Source: an optimization exercise on an open RTL-to-GDS flow (aim: small area). Production flows keep margins and buffers that such runs may drop. Only simulation tests tie the RTL to the original design; equivalence was not proved.

Design clmul_top, start of the top module:
module clmul_top (
    input  wire         clk,
    input  wire [63:0]  a,
    input  wire [63:0]  b,
    output wire [127:0] p
);
For scale: ~31000 um2 of cells after synthesis.
Settings: LEC_CHECK=0, CAP_MARGIN=20, CORE_MARGIN=2, CORE_UTILIZATION=60, CTS_BUF_LIST=sky130_fd_sc_hd__clkbuf_4, CTS_CLUSTER_DIAMETER=70, CTS_CLUSTER_SIZE=10, GPL_TIMING_DRIVEN=0, PLACE_DENSITY=0.8, SETUP_SLACK_MARGIN=0.3, SLEW_MARGIN=20; clock period 5.0 ns.
standard.sh (not shown) runs the stock make flow with config.mk's settings and CLKGATE_MAP_FILE= SYNTH_SCRIPT=/design/flow/synth_recipe.tcl, a recipe that flattens the netlist after the stock synthesis.
==> flow/flow/run.sh <==
#!/bin/bash
set -euo pipefail
W=$PWD
R=$W/orfs/results/$FLOW_PLATFORM/clmul_top/base
{ cat flow/synth_pre.tcl; sed '1s/-noshare /-noshare -noabc /' synth_recipe.tcl; } > my_synth.tcl
grep -q -- '-noshare -noabc' my_synth.tcl
sed "s#SYNTH_SCRIPT=[^ ]*#SYNTH_SCRIPT=$W/my_synth.tcl#" standard.sh > my_standard.sh
grep -q "SYNTH_SCRIPT=$W/my_synth.tcl" my_standard.sh
export FLOW_GATES_MAP=$W/flow/gates_map.v
bash my_standard.sh "$R/1_2_yosys.v" > synth.log 2>&1
python3 flow/absorb_inv.py "$R/1_2_yosys.v" "$W/absorbed.v" > absorb.log 2>&1
python3 flow/skew_clk.py "$W/absorbed.v" "$W/skewed.v" sky130_fd_sc_hd__clkbuf_2 > skew.log 2>&1
cp "$W/skewed.v" "$R/1_2_yosys.v"
export BUFFER_PORTS_ARGS="-buffer_cell sky130_fd_sc_hd__buf_1"
export CTS_ARGS="-sink_clustering_enable -repair_clock_nets -sink_clustering_size 8 -sink_clustering_max_diameter 70 -buf_list {sky130_fd_sc_hd__clkbuf_4 sky130_fd_sc_hd__clkbuf_8} -sink_buffer_max_cap_derate 0.2 -root_buf sky130_fd_sc_hd__clkbuf_16 -no_insertion_delay -dont_use_dummy_load"
bash my_standard.sh > layout.log 2>&1
==> flow/flow/skew_clk.py <==
#!/usr/bin/env python3
"""Clock the product registers (p_q) through one delay cell, so their clock
arrives a little after the operand registers' (a_q, b_q): useful skew for the
register-to-register paths through the multiplier. The paths from the inputs
and to the outputs are not helped by it (the output paths lose the skew).
Usage: skew_clk.py IN.v OUT.v CELL"""
import re, sys
src = open(sys.argv[1]).read()
cell = sys.argv[3]
pat = re.compile(r'(sky130_fd_sc_hd__dfxtp_\d+ \\p_q\[\d+\]\$_DFF_P_ \(\s*\.CLK\()clk(\))')
src, n = pat.subn(r'\1clk_skew\2', src)
assert n > 0
src, m = re.subn(r'^(\s*wire clk;\n)', r'\1  wire clk_skew;\n', src, count=1, flags=re.M)
assert m == 1
inst = '  %s clk_skew_dly (\n    .A(clk),\n    .X(clk_skew)\n  );\nendmodule' % cell
i = src.rindex('endmodule')
src = src[:i] + inst + src[i + len('endmodule'):]
open(sys.argv[2], 'w').write(src)
print('moved %d registers to the skewed clock through %s' % (n, cell))
Other scripts of this flow, unchanged in this note and not shown: flow/flow/absorb_inv.py, flow/flow/gates_map.v, flow/flow/synth_pre.tcl
The baseline finished clean.
Change:
==> flow/flow/run.sh (replaced) <==
#!/bin/bash
# Own flow: the standard synthesis script, except that the gates are mapped
# one to one onto sky130 cells (no ABC restructuring), inverters folded into
# XOR/XNOR gates, every gate at drive strength 1; then the standard layout
# with the ports buffered by buf_1 cells. Each tool's output goes to its own
# log here.
set -euo pipefail
W=$PWD
R=$W/orfs/results/$FLOW_PLATFORM/clmul_top/base
{ cat flow/synth_pre.tcl; sed '1s/-noshare /-noshare -noabc /' synth_recipe.tcl; } > my_synth.tcl
grep -q -- '-noshare -noabc' my_synth.tcl
sed "s#SYNTH_SCRIPT=[^ ]*#SYNTH_SCRIPT=$W/my_synth.tcl#" standard.sh > my_standard.sh
grep -q "SYNTH_SCRIPT=$W/my_synth.tcl" my_standard.sh
export FLOW_GATES_MAP=$W/flow/gates_map.v
bash my_standard.sh "$R/1_2_yosys.v" > synth.log 2>&1
python3 flow/absorb_inv.py "$R/1_2_yosys.v" "$W/absorbed.v" > absorb.log 2>&1
cp "$W/absorbed.v" "$R/1_2_yosys.v"
export BUFFER_PORTS_ARGS="-buffer_cell sky130_fd_sc_hd__buf_1"
bash my_standard.sh > layout.log 2>&1
Settings changed: SETUP_SLACK_MARGIN 0.3 to 0.4.
removed: flow/flow/skew_clk.py
Result: Worst hold slack improves by 0.096 ns; die area stays flat; fmax came out lower by a few percent; setup slack degrades by 0.21 ns.
Change:
==> flow/flow/run.sh (replaced) <==
#!/bin/bash
set -euo pipefail
W=$PWD
R=$W/orfs/results/$FLOW_PLATFORM/clmul_top/base
{ cat flow/synth_pre.tcl; sed '1s/-noshare /-noshare -noabc /' synth_recipe.tcl; } > my_synth.tcl
grep -q -- '-noshare -noabc' my_synth.tcl
sed "s#SYNTH_SCRIPT=[^ ]*#SYNTH_SCRIPT=$W/my_synth.tcl#" standard.sh > my_standard.sh
grep -q "SYNTH_SCRIPT=$W/my_synth.tcl" my_standard.sh
export FLOW_GATES_MAP=$W/flow/gates_map.v
bash my_standard.sh "$R/1_2_yosys.v" > synth.log 2>&1
python3 flow/absorb_inv.py "$R/1_2_yosys.v" "$W/absorbed.v" > absorb.log 2>&1
python3 flow/skew_clk.py "$W/absorbed.v" "$W/skewed.v" sky130_fd_sc_hd__clkbuf_2 > skew.log 2>&1
cp "$W/skewed.v" "$R/1_2_yosys.v"
export BUFFER_PORTS_ARGS="-buffer_cell sky130_fd_sc_hd__buf_1"
export CTS_ARGS="-sink_clustering_enable -repair_clock_nets -sink_clustering_size 8 -sink_clustering_max_diameter 70 -buf_list sky130_fd_sc_hd__clkbuf_8 -root_buf sky130_fd_sc_hd__clkbuf_16 -no_insertion_delay -dont_use_dummy_load"
bash my_standard.sh > layout.log 2>&1
==> flow/flow/skew_clk.py (new file) <==
#!/usr/bin/env python3
"""Clock the product registers (p_q) through one delay cell, so their clock
arrives a little after the operand registers' (a_q, b_q): useful skew for the
register-to-register paths through the multiplier. The paths from the inputs
and to the outputs are not helped by it (the output paths lose the skew).
Usage: skew_clk.py IN.v OUT.v CELL"""
import re, sys
src = open(sys.argv[1]).read()
cell = sys.argv[3]
pat = re.compile(r'(sky130_fd_sc_hd__dfxtp_\d+ \\p_q\[\d+\]\$_DFF_P_ \(\s*\.CLK\()clk(\))')
src, n = pat.subn(r'\1clk_skew\2', src)
assert n > 0
src, m = re.subn(r'^(\s*wire clk;\n)', r'\1  wire clk_skew;\n', src, count=1, flags=re.M)
assert m == 1
inst = '  %s clk_skew_dly (\n    .A(clk),\n    .X(clk_skew)\n  );\nendmodule' % cell
i = src.rindex('endmodule')
src = src[:i] + inst + src[i + len('endmodule'):]
open(sys.argv[2], 'w').write(src)
print('moved %d registers to the skewed clock through %s' % (n, cell))
Settings changed: CORE_UTILIZATION 60 to 66, PLACE_DENSITY 0.8 to 0.86, SETUP_SLACK_MARGIN 0.4 to 0.3.
After rerunning: The new run ran to the end with no violations; final area falls slightly; routed wire length falls by a few percent; clock-buffer cell count rises by 3; critical path depth is unchanged; synthesized area barely changes; die area falls by a little under a tenth; worst setup slack improved by 0.065 ns; global-route usage rises by 3.6 points; via count rises slightly; synthesized cell count barely changes.
Change:
--- a/flow/flow/run.sh
+++ b/flow/flow/run.sh
@@ -12,4 +12,6 @@
 python3 flow/skew_clk.py "$W/absorbed.v" "$W/skewed.v" sky130_fd_sc_hd__clkbuf_2 > skew.log 2>&1
 cp "$W/skewed.v" "$R/1_2_yosys.v"
+# All p[*] pins on the bottom edge (flow/pins.tcl).
+export PRE_IO_PLACEMENT_TCL=$W/flow/pins.tcl
 export BUFFER_PORTS_ARGS="-buffer_cell sky130_fd_sc_hd__buf_1"
 export CTS_ARGS="-sink_clustering_enable -repair_clock_nets -sink_clustering_size 8 -sink_clustering_max_diameter 70 -buf_list sky130_fd_sc_hd__clkbuf_8 -root_buf sky130_fd_sc_hd__clkbuf_16 -no_insertion_delay -dont_use_dummy_load"
==> flow/flow/pins.tcl (new file) <==
set names {}
for {set i 0} {$i < 128} {incr i} { lappend names "p\[$i\]" }
set_io_pin_constraint -region bottom:* -pin_names $names
Settings changed: CORE_UTILIZATION 66 to 60, PLACE_DENSITY 0.86 to 0.8.
What happened: Critical path depth shrinks by 1; core utilization shrinks by 5.7 points; routed wire length grows by about 10%; hold slack is better by 0.17 ns; die area grows by 9.8%; first-iteration DRC count stays flat; cell count grows by about 1.5%.

## static timing again, ports no longer ideal
No port has a modelled driver above. Below, the same layouts with a new extraction and two added sets of constraints.
Step 1 (the two cells are an assumption about what drives the block):
set clk [get_ports {clk}]
set_driving_cell -lib_cell sky130_fd_sc_hd__clkbuf_16 $clk
set_driving_cell -lib_cell sky130_fd_sc_hd__buf_2 [delete_from_list [all_inputs] $clk]
Step 2, shift: input delay + t, output delay - t, t = (earliest + latest rising clock arrival at the registers) / 2. This alone moves slack from input paths to output paths.
a / b / c = ideal / step 1 / step 2; a / b = the first two.
| run | t, ns | setup WS [ns] | worst hold slack (ns) | worst setup path at the end | clock arrival spread, ns | slew at the worst register clock pin (ns) |
|---|---|---|---|---|---|---|
| the first run | 0.801 | 0.555 / 0.555 / 0.555 | 0.152 / 0.152 / 0.152 | register to register | 0.783 / 0.782 | 0.12 / 0.12 |
| the second run | 0.851 | 0.350 / 0.350 / 0.350 | 0.248 / 0.219 / 0.970 | register to register | 0.069 / 0.069 | 0.12 / 0.12 |
| the third run | 0.783 | 0.414 / 0.414 / 0.414 | 0.195 / 0.195 / 0.195 | register to register | 0.773 / 0.773 | 0.11 / 0.11 |
| the fourth run | 0.702 | 0.164 / 0.164 / 0.164 | 0.366 / 0.366 / 0.366 | register to register | 0.577 / 0.577 | 0.09 / 0.09 |
Clock arrivals are far apart in the first run, the third run and the fourth run, so t is only a midpoint there and step 2 fits no single register.
